From an optimization exercise on the open Yosys and OpenROAD flow, aimed at small area; shortcuts taken in it are not production practice. The RTL was checked by simulation tests, not by an equivalence proof against the original design. No activity file was given, so power comes from the tool's default toggle rates.

[design/flow/design.v]
`timescale 1ns / 1ps
module systolic_accum4 #(
    parameter ARRAY_SIZE = 4,
    parameter DATA_WIDTH = 8,
    parameter ACC_WIDTH = 32
)(
    input  logic clk,
    input  logic reset,
    input  logic enable,
    input  logic [ARRAY_SIZE*DATA_WIDTH-1:0] a_in,
    input  logic [ARRAY_SIZE*DATA_WIDTH-1:0] b_in,
    input  logic accum_clear,
    input  logic accum_enable,
    output logic [ARRAY_SIZE*ARRAY_SIZE*ACC_WIDTH-1:0] accum_out,
    output logic systolic_valid,
    output logic accum_overflow
);
    logic reset_sync1, reset_sync2;
    logic systolic_valid_reg;
    logic [4:0] step_count;
    always_ff @(posedge clk) begin
        reset_sync1 <= reset;
        reset_sync2 <= reset_sync1;
        systolic_valid_reg <= reset ? 1'b0 : enable;
    end
    always_ff @(posedge clk) begin
        if (reset_sync2)
            step_count <= '0;
        else if (enable && !step_count[4])
            step_count <= step_count + 5'd1;
    end
    assign systolic_valid = systolic_valid_reg;
    wire accum_clr = reset | accum_clear;
    wire accum_go  = accum_enable & systolic_valid_reg;
    logic [15*8-1:0] a_dly [4];
    logic [15*8-1:0] b_dly [4];
    genvar k;
    generate
        for (k = 0; k < 4; k++) begin : LINE
            localparam int LEN = k + 12;
            logic [LEN*8-1:0] a_sr, b_sr;
            always_ff @(posedge clk) begin
                if (enable) begin
                    a_sr <= {a_sr[(LEN-1)*8-1:0], a_in[8*k +: 8]};
                    b_sr <= {b_sr[(LEN-1)*8-1:0], b_in[8*k +: 8]};
                end
            end
            if (LEN < 15) begin : PAD
                assign a_dly[k] = {{(15-LEN)*8{1'b0}}, a_sr};
                assign b_dly[k] = {{(15-LEN)*8{1'b0}}, b_sr};
            end else begin : NOPAD
                assign a_dly[k] = a_sr;
                assign b_dly[k] = b_sr;
            end
        end
    endgenerate
    logic [15:0] ovf_flags;
    genvar i, j;
    generate
        for (i = 0; i < 4; i++) begin : ROW
            for (j = 0; j < 4; j++) begin : COL
                localparam int DA = i + 2*j + 7;
                localparam int DB = j + 2*i + 7;
                localparam int DMAX = (DA > DB) ? DA : DB;
                logic [15:0] prod;
                wire  [15:0] prod_next;
                mul8s u_mul (
                    .a(a_dly[i][8*(DA-2) +: 8]),
                    .b(b_dly[j][8*(DB-2) +: 8]),
                    .p(prod_next)
                );
                always_ff @(posedge clk)
                    prod <= prod_next;
                acc_sat u_acc (
                    .clk  (clk),
                    .clr  (accum_clr),
                    .go   (accum_go & (step_count >= DMAX)),
                    .p    (prod),
                    .acc  (accum_out[32*(4*i+j) +: 32]),
                    .flag (ovf_flags[4*i+j])
                );
            end
        end
    endgenerate
    assign accum_overflow = |ovf_flags;
endmodule
module acc_sat (
    input  logic        clk,
    input  logic        clr,
    input  logic        go,
    input  logic [15:0] p,
    output logic [31:0] acc,
    output logic        flag
);
    wire [15:0] lo_sum;
    wire        c16;
    add16 u_add (.a(acc[15:0]), .b(p), .s(lo_sum), .co(c16));
    logic [15:0] ones_below, zeros_below;
    always_comb begin
        ones_below[0]  = 1'b1;
        zeros_below[0] = 1'b1;
        for (int k = 1; k < 16; k++) begin
            ones_below[k]  = ones_below[k-1]  &  acc[16+k-1];
            zeros_below[k] = zeros_below[k-1] & ~acc[16+k-1];
        end
    end
    wire is_max = ones_below[15]  & ~acc[31];    
    wire is_min = zeros_below[15] &  acc[31];    
    wire inc    = go &  c16 & ~p[15];
    wire dec    = go & ~c16 &  p[15];
    wire ovf_hi = inc & is_max;
    wire ovf_lo = dec & is_min;
    wire inc_ok = inc & ~is_max;
    wire dec_ok = dec & ~is_min;
    logic [31:0] acc_next;
    always_comb begin
        for (int k = 0; k < 16; k++)
            acc_next[k] = ~clr & (((go ? lo_sum[k] : acc[k]) | ovf_hi) & ~ovf_lo);
        for (int k = 0; k < 16; k++)
            acc_next[16+k] = ~clr & (acc[16+k] ^ ((inc_ok & ones_below[k]) | (dec_ok & zeros_below[k])));
    end
    always_ff @(posedge clk) begin
        acc  <= acc_next;
        flag <= ~clr & (flag | ovf_hi | ovf_lo);
    end
endmodule
module mul8s (
    input  logic [7:0]  a,
    input  logic [7:0]  b,
    output logic [15:0] p
);
    wire w0 = (a[0] & b[0]);
    wire w1 = (a[0] & b[1]);
    wire w2 = (a[0] & b[2]);
    wire w3 = (a[0] & b[3]);
    wire w4 = (a[0] & b[4]);
    wire w5 = (a[0] & b[5]);
    wire w6 = (a[0] & b[6]);
    wire w7 = ~(a[0] & b[7]);
    wire w8 = (a[1] & b[0]);
    wire w9 = (a[1] & b[1]);
    wire w10 = (a[1] & b[2]);
    wire w11 = (a[1] & b[3]);
    wire w12 = (a[1] & b[4]);
    wire w13 = (a[1] & b[5]);
    wire w14 = (a[1] & b[6]);
    wire w15 = ~(a[1] & b[7]);
    wire w16 = (a[2] & b[0]);
    wire w17 = (a[2] & b[1]);
    wire w18 = (a[2] & b[2]);
    wire w19 = (a[2] & b[3]);
    wire w20 = (a[2] & b[4]);
    wire w21 = (a[2] & b[5]);
    wire w22 = (a[2] & b[6]);
    wire w23 = ~(a[2] & b[7]);
    wire w24 = (a[3] & b[0]);
    wire w25 = (a[3] & b[1]);
    wire w26 = (a[3] & b[2]);
    wire w27 = (a[3] & b[3]);
    wire w28 = (a[3] & b[4]);
    wire w29 = (a[3] & b[5]);
    wire w30 = (a[3] & b[6]);
    wire w31 = ~(a[3] & b[7]);
    wire w32 = (a[4] & b[0]);
    wire w33 = (a[4] & b[1]);
    wire w34 = (a[4] & b[2]);
    wire w35 = (a[4] & b[3]);
    wire w36 = (a[4] & b[4]);
    wire w37 = (a[4] & b[5]);
    wire w38 = (a[4] & b[6]);
    wire w39 = ~(a[4] & b[7]);
    wire w40 = (a[5] & b[0]);
    wire w41 = (a[5] & b[1]);
    wire w42 = (a[5] & b[2]);
    wire w43 = (a[5] & b[3]);
    wire w44 = (a[5] & b[4]);
    wire w45 = (a[5] & b[5]);
    wire w46 = (a[5] & b[6]);
    wire w47 = ~(a[5] & b[7]);
    wire w48 = (a[6] & b[0]);
    wire w49 = (a[6] & b[1]);
    wire w50 = (a[6] & b[2]);
    wire w51 = (a[6] & b[3]);
    wire w52 = (a[6] & b[4]);
    wire w53 = (a[6] & b[5]);
    wire w54 = (a[6] & b[6]);
    wire w55 = ~(a[6] & b[7]);
    wire w56 = ~(a[7] & b[0]);
    wire w57 = ~(a[7] & b[1]);
    wire w58 = ~(a[7] & b[2]);
    wire w59 = ~(a[7] & b[3]);
    wire w60 = ~(a[7] & b[4]);
    wire w61 = ~(a[7] & b[5]);
    wire w62 = ~(a[7] & b[6]);
    wire w63 = (a[7] & b[7]);
    wire w64 = w16 ^ w2 ^ w9;
    wire w65 = (w16 & w2) | (w16 & w9) | (w2 & w9);
    wire w66 = w10 ^ w17 ^ w24;
    wire w67 = (w10 & w17) | (w10 & w24) | (w17 & w24);
    wire w68 = w3 ^ w65 ^ w66;
    wire w69 = (w3 & w65) | (w3 & w66) | (w65 & w66);
    wire w70 = w11 ^ w18 ^ w25;
    wire w71 = (w11 & w18) | (w11 & w25) | (w18 & w25);
    wire w72 = w32 ^ w4 ^ w67;
    wire w73 = (w32 & w4) | (w32 & w67) | (w4 & w67);
    wire w74 = w70 ^ w69 ^ w72;
    wire w75 = (w70 & w69) | (w70 & w72) | (w69 & w72);
    wire w76 = w12 ^ w19 ^ w26;
    wire w77 = (w12 & w19) | (w12 & w26) | (w19 & w26);
    wire w78 = w33 ^ w40 ^ w5;
    wire w79 = (w33 & w40) | (w33 & w5) | (w40 & w5);
    wire w80 = w71 ^ w76 ^ w78;
    wire w81 = (w71 & w76) | (w71 & w78) | (w76 & w78);
    wire w82 = w73 ^ w80 ^ w75;
    wire w83 = (w73 & w80) | (w73 & w75) | (w80 & w75);
    wire w84 = w13 ^ w20 ^ w27;
    wire w85 = (w13 & w20) | (w13 & w27) | (w20 & w27);
    wire w86 = w34 ^ w41 ^ w48;
    wire w87 = (w34 & w41) | (w34 & w48) | (w41 & w48);
    wire w88 = w6 ^ w77 ^ w79;
    wire w89 = (w6 & w77) | (w6 & w79) | (w77 & w79);
    wire w90 = w84 ^ w86 ^ w81;
    wire w91 = (w84 & w86) | (w84 & w81) | (w86 & w81);
    wire w92 = w88 ^ w90 ^ w83;
    wire w93 = (w88 & w90) | (w88 & w83) | (w90 & w83);
    wire w94 = w14 ^ w21 ^ w28;
    wire w95 = (w14 & w21) | (w14 & w28) | (w21 & w28);
    wire w96 = w35 ^ w42 ^ w49;
    wire w97 = (w35 & w42) | (w35 & w49) | (w42 & w49);
    wire w98 = w56 ^ w7 ^ w85;
    wire w99 = (w56 & w7) | (w56 & w85) | (w7 & w85);
    wire w100 = w87 ^ w94 ^ w96;
    wire w101 = (w87 & w94) | (w87 & w96) | (w94 & w96);
    wire w102 = w89 ^ w98 ^ w100;
    wire w103 = (w89 & w98) | (w89 & w100) | (w98 & w100);
    wire w104 = w91 ^ w102 ^ w93;
    wire w105 = (w91 & w102) | (w91 & w93) | (w102 & w93);
    wire w106 = ~(w15 ^ w22);
    wire w107 = w15 | w22;
    wire w108 = w29 ^ w36 ^ w43;
    wire w109 = (w29 & w36) | (w29 & w43) | (w36 & w43);
    wire w110 = w50 ^ w57 ^ w106;
    wire w111 = (w50 & w57) | (w50 & w106) | (w57 & w106);
    wire w112 = w95 ^ w97 ^ w108;
    wire w113 = (w95 & w97) | (w95 & w108) | (w97 & w108);
    wire w114 = w110 ^ w99 ^ w101;
    wire w115 = (w110 & w99) | (w110 & w101) | (w99 & w101);
    wire w116 = w112 ^ w103 ^ w114;
    wire w117 = (w112 & w103) | (w112 & w114) | (w103 & w114);
    wire w118 = w23 ^ w30 ^ w37;
    wire w119 = (w23 & w30) | (w23 & w37) | (w30 & w37);
    wire w120 = w44 ^ w51 ^ w58;
    wire w121 = (w44 & w51) | (w44 & w58) | (w51 & w58);
    wire w122 = w107 ^ w109 ^ w118;
    wire w123 = (w107 & w109) | (w107 & w118) | (w109 & w118);
    wire w124 = w120 ^ w111 ^ w113;
    wire w125 = (w120 & w111) | (w120 & w113) | (w111 & w113);
    wire w126 = w122 ^ w115 ^ w124;
    wire w127 = (w122 & w115) | (w122 & w124) | (w115 & w124);
    wire w128 = w31 ^ w38 ^ w45;
    wire w129 = (w31 & w38) | (w31 & w45) | (w38 & w45);
    wire w130 = w52 ^ w59 ^ w119;
    wire w131 = (w52 & w59) | (w52 & w119) | (w59 & w119);
    wire w132 = w121 ^ w128 ^ w123;
    wire w133 = (w121 & w128) | (w121 & w123) | (w128 & w123);
    wire w134 = w130 ^ w125 ^ w132;
    wire w135 = (w130 & w125) | (w130 & w132) | (w125 & w132);
    wire w136 = w39 ^ w46 ^ w53;
    wire w137 = (w39 & w46) | (w39 & w53) | (w46 & w53);
    wire w138 = w60 ^ w129 ^ w136;
    wire w139 = (w60 & w129) | (w60 & w136) | (w129 & w136);
    wire w140 = w131 ^ w138 ^ w133;
    wire w141 = (w131 & w138) | (w131 & w133) | (w138 & w133);
    wire w142 = w47 ^ w54 ^ w61;
    wire w143 = (w47 & w54) | (w47 & w61) | (w54 & w61);
    wire w144 = w137 ^ w142 ^ w139;
    wire w145 = (w137 & w142) | (w137 & w139) | (w142 & w139);
    wire w146 = w55 ^ w62 ^ w143;
    wire w147 = (w55 & w62) | (w55 & w143) | (w62 & w143);
    wire w148 = w1 ^ w8;
    wire w149 = w1 & w8;
    wire w150 = w64 ^ w149;
    wire w151 = w64 & w149;
    wire w152 = w68 ^ w151;
    wire w153 = w68 & w151;
    wire w154 = w74 ^ w153;
    wire w155 = w74 & w153;
    wire w156 = w82 ^ w155;
    wire w157 = w82 & w155;
    wire w158 = w92 ^ w157;
    wire w159 = w92 & w157;
    wire w160 = w104 ^ w159;
    wire w161 = w104 & w159;
    wire w162 = w116 ^ w105 ^ w161;
    wire w163 = (w116 & w105) | (w116 & w161) | (w105 & w161);
    wire w164 = w117 ^ w126 ^ w163;
    wire w165 = (w117 & w126) | (w117 & w163) | (w126 & w163);
    wire w166 = w127 ^ w134;
    wire w167 = w127 & w134;
    wire w168 = w166 ^ w165;
    wire w169 = w135 ^ w140 ^ w167;
    wire w170 = (w135 & w140) | (w135 & w167) | (w140 & w167);
    wire w171 = w169 ^ (w165 & w166);
    wire w172 = w166 & w169;
    wire w173 = w144 ^ w141 ^ w170;
    wire w174 = (w144 & w141) | (w144 & w170) | (w141 & w170);
    wire w175 = w173 ^ (w165 & w172);
    wire w176 = w172 & w173;
    wire w177 = w146 ^ w145 ^ w174;
    wire w178 = (w146 & w145) | (w146 & w174) | (w145 & w174);
    wire w179 = w177 ^ (w165 & w176);
    wire w180 = w176 & w177;
    wire w181 = w63 ^ w147 ^ w178;
    wire w182 = (w63 & w147) | (w63 & w178) | (w147 & w178);
    wire w183 = w181 ^ (w165 & w180);
    wire w184 = w180 & w181;
    wire w185 = 1'b1 ^ w182;
    wire w186 = w185 ^ (w165 & w184);
    assign p = {w186, w183, w179, w175, w171, w168, w164, w162, w160, w158, w156, w154, w152, w150, w148, w0};
endmodule
module add16 (
    input  logic [15:0] a,
    input  logic [15:0] b,
    output logic [15:0] s,
    output logic co
);
    wire w0 = a[0] ^ b[0];
    wire w1 = a[0] & b[0];
    wire w2 = a[1] ^ b[1] ^ w1;
    wire w3 = (a[1] & b[1]) | (a[1] & w1) | (b[1] & w1);
    wire w4 = a[2] ^ b[2] ^ w3;
    wire w5 = (a[2] & b[2]) | (a[2] & w3) | (b[2] & w3);
    wire w6 = a[3] ^ b[3] ^ w5;
    wire w7 = (a[3] & b[3]) | (a[3] & w5) | (b[3] & w5);
    wire w8 = a[4] ^ b[4] ^ w7;
    wire w9 = (a[4] & b[4]) | (a[4] & w7) | (b[4] & w7);
    wire w10 = a[5] ^ b[5] ^ w9;
    wire w11 = (a[5] & b[5]) | (a[5] & w9) | (b[5] & w9);
    wire w12 = a[6] ^ b[6];
    wire w13 = a[6] & b[6];
    wire w14 = a[7] ^ b[7] ^ w13;
    wire w15 = (a[7] & b[7]) | (a[7] & w13) | (b[7] & w13);
    wire w16 = a[8] ^ b[8] ^ w15;
    wire w17 = (a[8] & b[8]) | (a[8] & w15) | (b[8] & w15);
    wire w18 = a[9] ^ b[9] ^ w17;
    wire w19 = (a[9] & b[9]) | (a[9] & w17) | (b[9] & w17);
    wire w20 = a[10] ^ b[10] ^ w19;
    wire w21 = (a[10] & b[10]) | (a[10] & w19) | (b[10] & w19);
    wire w22 = w12 ^ w11;
    wire w23 = w14 ^ (w11 & w12);
    wire w24 = w12 & w14;
    wire w25 = w16 ^ (w11 & w24);
    wire w26 = w24 & w16;
    wire w27 = w18 ^ (w11 & w26);
    wire w28 = w26 & w18;
    wire w29 = w20 ^ (w11 & w28);
    wire w30 = w28 & w20;
    wire w31 = w21 | (w11 & w30);
    wire w32 = a[11] ^ b[11];
    wire w33 = a[11] & b[11];
    wire w34 = a[12] ^ b[12] ^ w33;
    wire w35 = (a[12] & b[12]) | (a[12] & w33) | (b[12] & w33);
    wire w36 = a[13] ^ b[13] ^ w35;
    wire w37 = (a[13] & b[13]) | (a[13] & w35) | (b[13] & w35);
    wire w38 = a[14] ^ b[14] ^ w37;
    wire w39 = (a[14] & b[14]) | (a[14] & w37) | (b[14] & w37);
    wire w40 = a[15] ^ b[15] ^ w39;
    wire w41 = (a[15] & b[15]) | (a[15] & w39) | (b[15] & w39);
    wire w42 = w32 ^ w31;
    wire w43 = w34 ^ (w31 & w32);
    wire w44 = w32 & w34;
    wire w45 = w36 ^ (w31 & w44);
    wire w46 = w44 & w36;
    wire w47 = w38 ^ (w31 & w46);
    wire w48 = w46 & w38;
    wire w49 = w40 ^ (w31 & w48);
    wire w50 = w48 & w40;
    wire w51 = w41 | (w31 & w50);
    assign s = {w49, w47, w45, w43, w42, w29, w27, w25, w23, w22, w10, w8, w6, w4, w2, w0};
    assign co = w51;
endmodule
[design/flow/run.sh]
#!/bin/bash
# synth_recipe.tcl (not shown) runs the flow's synth.tcl, then flattens the netlist and writes it again
# the make line also repeats each setting of config.mk as NAME=value (left out here)
make -C /OpenROAD-flow-scripts/flow DESIGN_CONFIG=/design/flow/config.mk WORK_HOME=/design/flow/orfs CLKGATE_MAP_FILE= SYNTH_SCRIPT=/design/flow/synth_recipe.tcl finish
[design/flow/config.mk]
export PLATFORM = sky130hd
export DESIGN_NAME = systolic_accum4
export DESIGN_NICKNAME = systolic_accum4
export VERILOG_FILES = /design/flow/design.v
export SDC_FILE = /design/flow/constraint.sdc
export NUM_CORES = 4
export LEC_CHECK = 0
export CAP_MARGIN = 20
export CORE_MARGIN = 2
export CORE_UTILIZATION = 40
export SLEW_MARGIN = 20
[design/flow/constraint.sdc]
create_clock -name core_clock -period 5.5 [get_ports {clk}]
set_input_delay 1.1000 -clock core_clock [delete_from_list [all_inputs] [get_ports {clk}]]
set_output_delay 1.1000 -clock core_clock [all_outputs]
set_load 0.01 [all_outputs]
==> notes.md <==
-- power by group --
group          total [W]  internal (W)  switching [W]  leakage, nW
logic            0.00883       0.00381        0.00502         25.3
clock network     0.0133       0.00788        0.00542         3.21
registers         0.0153        0.0144       0.000848         14.9
total             0.0374        0.0261         0.0113         43.5
-- area by class of cell --
| type | count | area (µm²) |
|---|---|---|
| multi-input combinational | 5301 | 46400 |
| clock buffer | 255 | 5310 |
| clock inverter | 104 | 1320 |
| inverter | 1097 | 4120 |
| sequential | 1656 | 41800 |
| fill | 20900 | 122000 |
| antenna | 3 | 7.51 |
| timing repair buffer | 718 | 6960 |
| tap | 3043 | 3810 |
-- worst paths after layout --
check	startpoint	end	slack [ns]	depth (start not counted)
worst max-delay path	LINE[1].b_sr[64]$_DFFE_PP_	ROW[1].COL[1].prod[15]$_DFF_P_	0.36	18
worst min-delay path	reset_sync1$_DFF_P_	reset_sync2$_DFF_P_	0.33	0
worst max register to register	LINE[1].b_sr[64]$_DFFE_PP_	ROW[1].COL[1].prod[15]$_DFF_P_	0.36	18
worst min register to register	reset_sync1$_DFF_P_	reset_sync2$_DFF_P_	0.33	0
-- worst reg2reg max path: stages, from the launching register on --
cell      delay [ns]
edfxtp_1        0.52
nand2_1         0.14
fa_1            0.55
inv_1           0.06
fa_1            0.44
fa_1            0.43
fa_1            0.44
inv_1           0.09
fa_1            0.17
inv_1           0.05
fa_1            0.50
ha_1            0.22
fa_1            0.45
fa_1            0.45
nand3_1         0.11
or2_2           0.14
nor2_1          0.05
nand2_1         0.08
xor2_1          0.15
-- cell families after synthesis --
family                     after synthesis  synth area share [%]
AOI/OAI and AO/OA                      872                  6.02
xor gates and xnor gates               177                  1.67
adders and majority gates             1204                  23.9
buffers and inverters                 1312                  5.35
DFF                                   1656                  44.9
muxes                                  194                  2.09
and+or+nand+nor                       2854                  16.0
-- cells in the final DEF, fill, tap and decap left out, types with 112 or more instances in the layout --
master,instances
nor2_1,219
mux2i_1,194
edfxtp_1,864
dfxtp_1,792
o21ai_0,159
a21oi_1,240
buf_4,129
a31oi_1,140
and2_1,588
or3_1,162
fa_1,960
clkdlybuf4s50_1,579
clkbuf_16,194
inv_1,1097
ha_1,244
nand2_1,1007
xor2_1,112
nor3_1,234
-- stage by stage --
stage / instance area (µm²) / setup slack, ns / power [W] / hold slack [ns]
2_1_floorplan: 93000 / 0.731 / 0.0216 / 0.310
5_1_grt: 110000 / 0.0412 / 0.0398 / 0.346
3_3_place_gp: 103000 / 0.408 / 0.0242 / 0.314
3_5_place_dp: 103000 / 0.335 / 0.0244 / 0.313
4_1_cts: 110000 / 0.350 / 0.0379 / 0.327
6_report: 110000 / 0.360 / 0.0374 / 0.327
-- per-layer routing --
metal	part of all wire [%]	routed length, µm	GRT usage [%]	up-vias
li1	-	-	-	29300
met1	42	107000	27.8	31600
met2	47	119000	34.8	1783
met3	6.3	16200	4.42	433
met4	5.1	13100	10.1	8
met5	0.021	54	0	-
==> flow_summary.toml <==
[synthesis]
ys_types = 93
syn_area_um2 = 93000
synth_flop_cell = "edfxtp_1"
synth_edf_count = 864
syn_inst = 8269
yosys_register_bits = 1656
synth_warnings = 6
yosysTopAreaCellShare_pct = 27.9
syn-num-nets = 9542
synth_common_cells = "1097 x inv_1, 1008 x nand2_1, 960 x fa_1, 864 x edfxtp_1, 792 x dfxtp_1"
ys_async_sr_fraction_pct = 0
synthTopCellsByArea = "edfxtp_1 28%, fa_1 21%, dfxtp_1 17%"
synth_most_common_cell = "inv_1"
yosysSeqAreaShare_pct = 44.9
synth.largest_area_cell = "edfxtp_1"
syn_area_per_cell_um2 = 11.2

[setup_path]
arrival_ns = 5.92
setup.worst_path.class = "reg2reg"
start_kind = "register"
end_kind = "register"
slowest_stage = "fa_1"
path_max_fanout = 9
crit_path_max_incr_delay_ns = 0.55
cp_cell_sequence = "nand2_1 -> fa_1 -> inv_1 -> fa_1 -> fa_1 -> fa_1 -> inv_1 -> fa_1 -> inv_1 -> fa_1 -> ha_1 -> fa_1 -> fa_1 -> nand3_1 -> or2_2 -> nor2_1 -> nand2_1 -> xor2_1"
crit_required_ns = 6.28
cp_common_cell = "fa_1"
worst-path-buf-inv = 3
cp_top_family = "adder cells"

[global_route]
grt_overflow = 0
grt_pass1_wl_um = 390000
track_usage_pct = 21.6
grt_max_degree = 138
grt_pass1_vias = 63600
antenna_found_initial = 7

[cts]
cts_root_buf = "clkbuf_16"
holdBufCountCts = 0
cts_tree = "yes"
cts_setup_buffers = 0
clock_latency_ns = 0.86
clk_pin_slew_ns = 0.07
htree_levels = 4
cts_made_buffers = 189
cts.sinks = 1656
cts_resized = 0
cts.path.max_buffers = 3

[floorplanning]
io_pins = 583
die_area_um2 = 236000
die_w_um = 486
core_area_um2 = 232000
start_util_pct = 40.1
rows = 177
die_h_um = 486

[timing]
maxSlewHeadroom_pct = 25.6
rsz0062_at_grt = "false"
fin_worst_skew_ns = 0.0679
fin_crit_ns = 5.14
setup_tns_ns = 0
finalMaxSlewViolations = 0
max_clock_freq_ghz = 0.195
fin_crit_sh_pct = 93.5
timing_hold_violations_final = 0
worst_slew_pin_slew_ns = 1.10
setup_viol_count_final = 0

[routing]
drc = 0
ant_nets = 0
drt_iter0_drc = 4306
avgViaCountPerCell = 5.18
dr_total_vias = 63000
wl_per_cell_um = 21.0
drtPass1Iterations = 6
drt-total-wl_um = 256000

[run]
cap_violations = 0

[placement]
gp_congestion = 0.885
dpl.hpwl_um = 196000
io_buffers = 582
dpl.cell_count = 11800

[cells_and_area]
largest_register_ffs = 512
area_growth_pct = 18.0
utilization_pct = 47.3
reg_top3 = "ROW.COL.u_acc.acc (512), LINE.a_sr (432), LINE.b_sr (432)"
fin_nets = 10200
drive_gt1_share_pct = 6.10
regMostFlops = "ROW.COL.u_acc.acc"
stdcell_count = 12200

[power_and_ir_drop]
p_per_area_nw_per_um2 = 341
power.leakage_nw = 43.5
peakVddDrop_uv = 302

[worst_hold_path]
hold_path_class = "reg2reg"

[run_status]
status = "timing/DRC/antenna clean"

[static timing again, ports no longer ideal]
In the flow no input, the clock included, has a driving cell. The finished layout below was timed again as built, in two steps.
Step 1 assumes that a clkbuf_16 drives the clock port and a buf_2 every other input.
Step 2 adds t to the input delays and takes it off the output delays; t is the mean of the earliest and latest rising clock arrival at the registers after step 1. Input paths then give back, and output paths get back, about the clock's delay inside the block.
Three values: ideal, step 1, step 2; two values: the first two.
shift t [ns]: 0.918
setup slack, ns: 0.360 / 0.360 / 0.360
pins driven straight from the clock port: 1
After both steps setup and hold are still met in this run. The setup slack of this run moves by 0.000 ns with the drivers and by 0.000 ns with both steps.
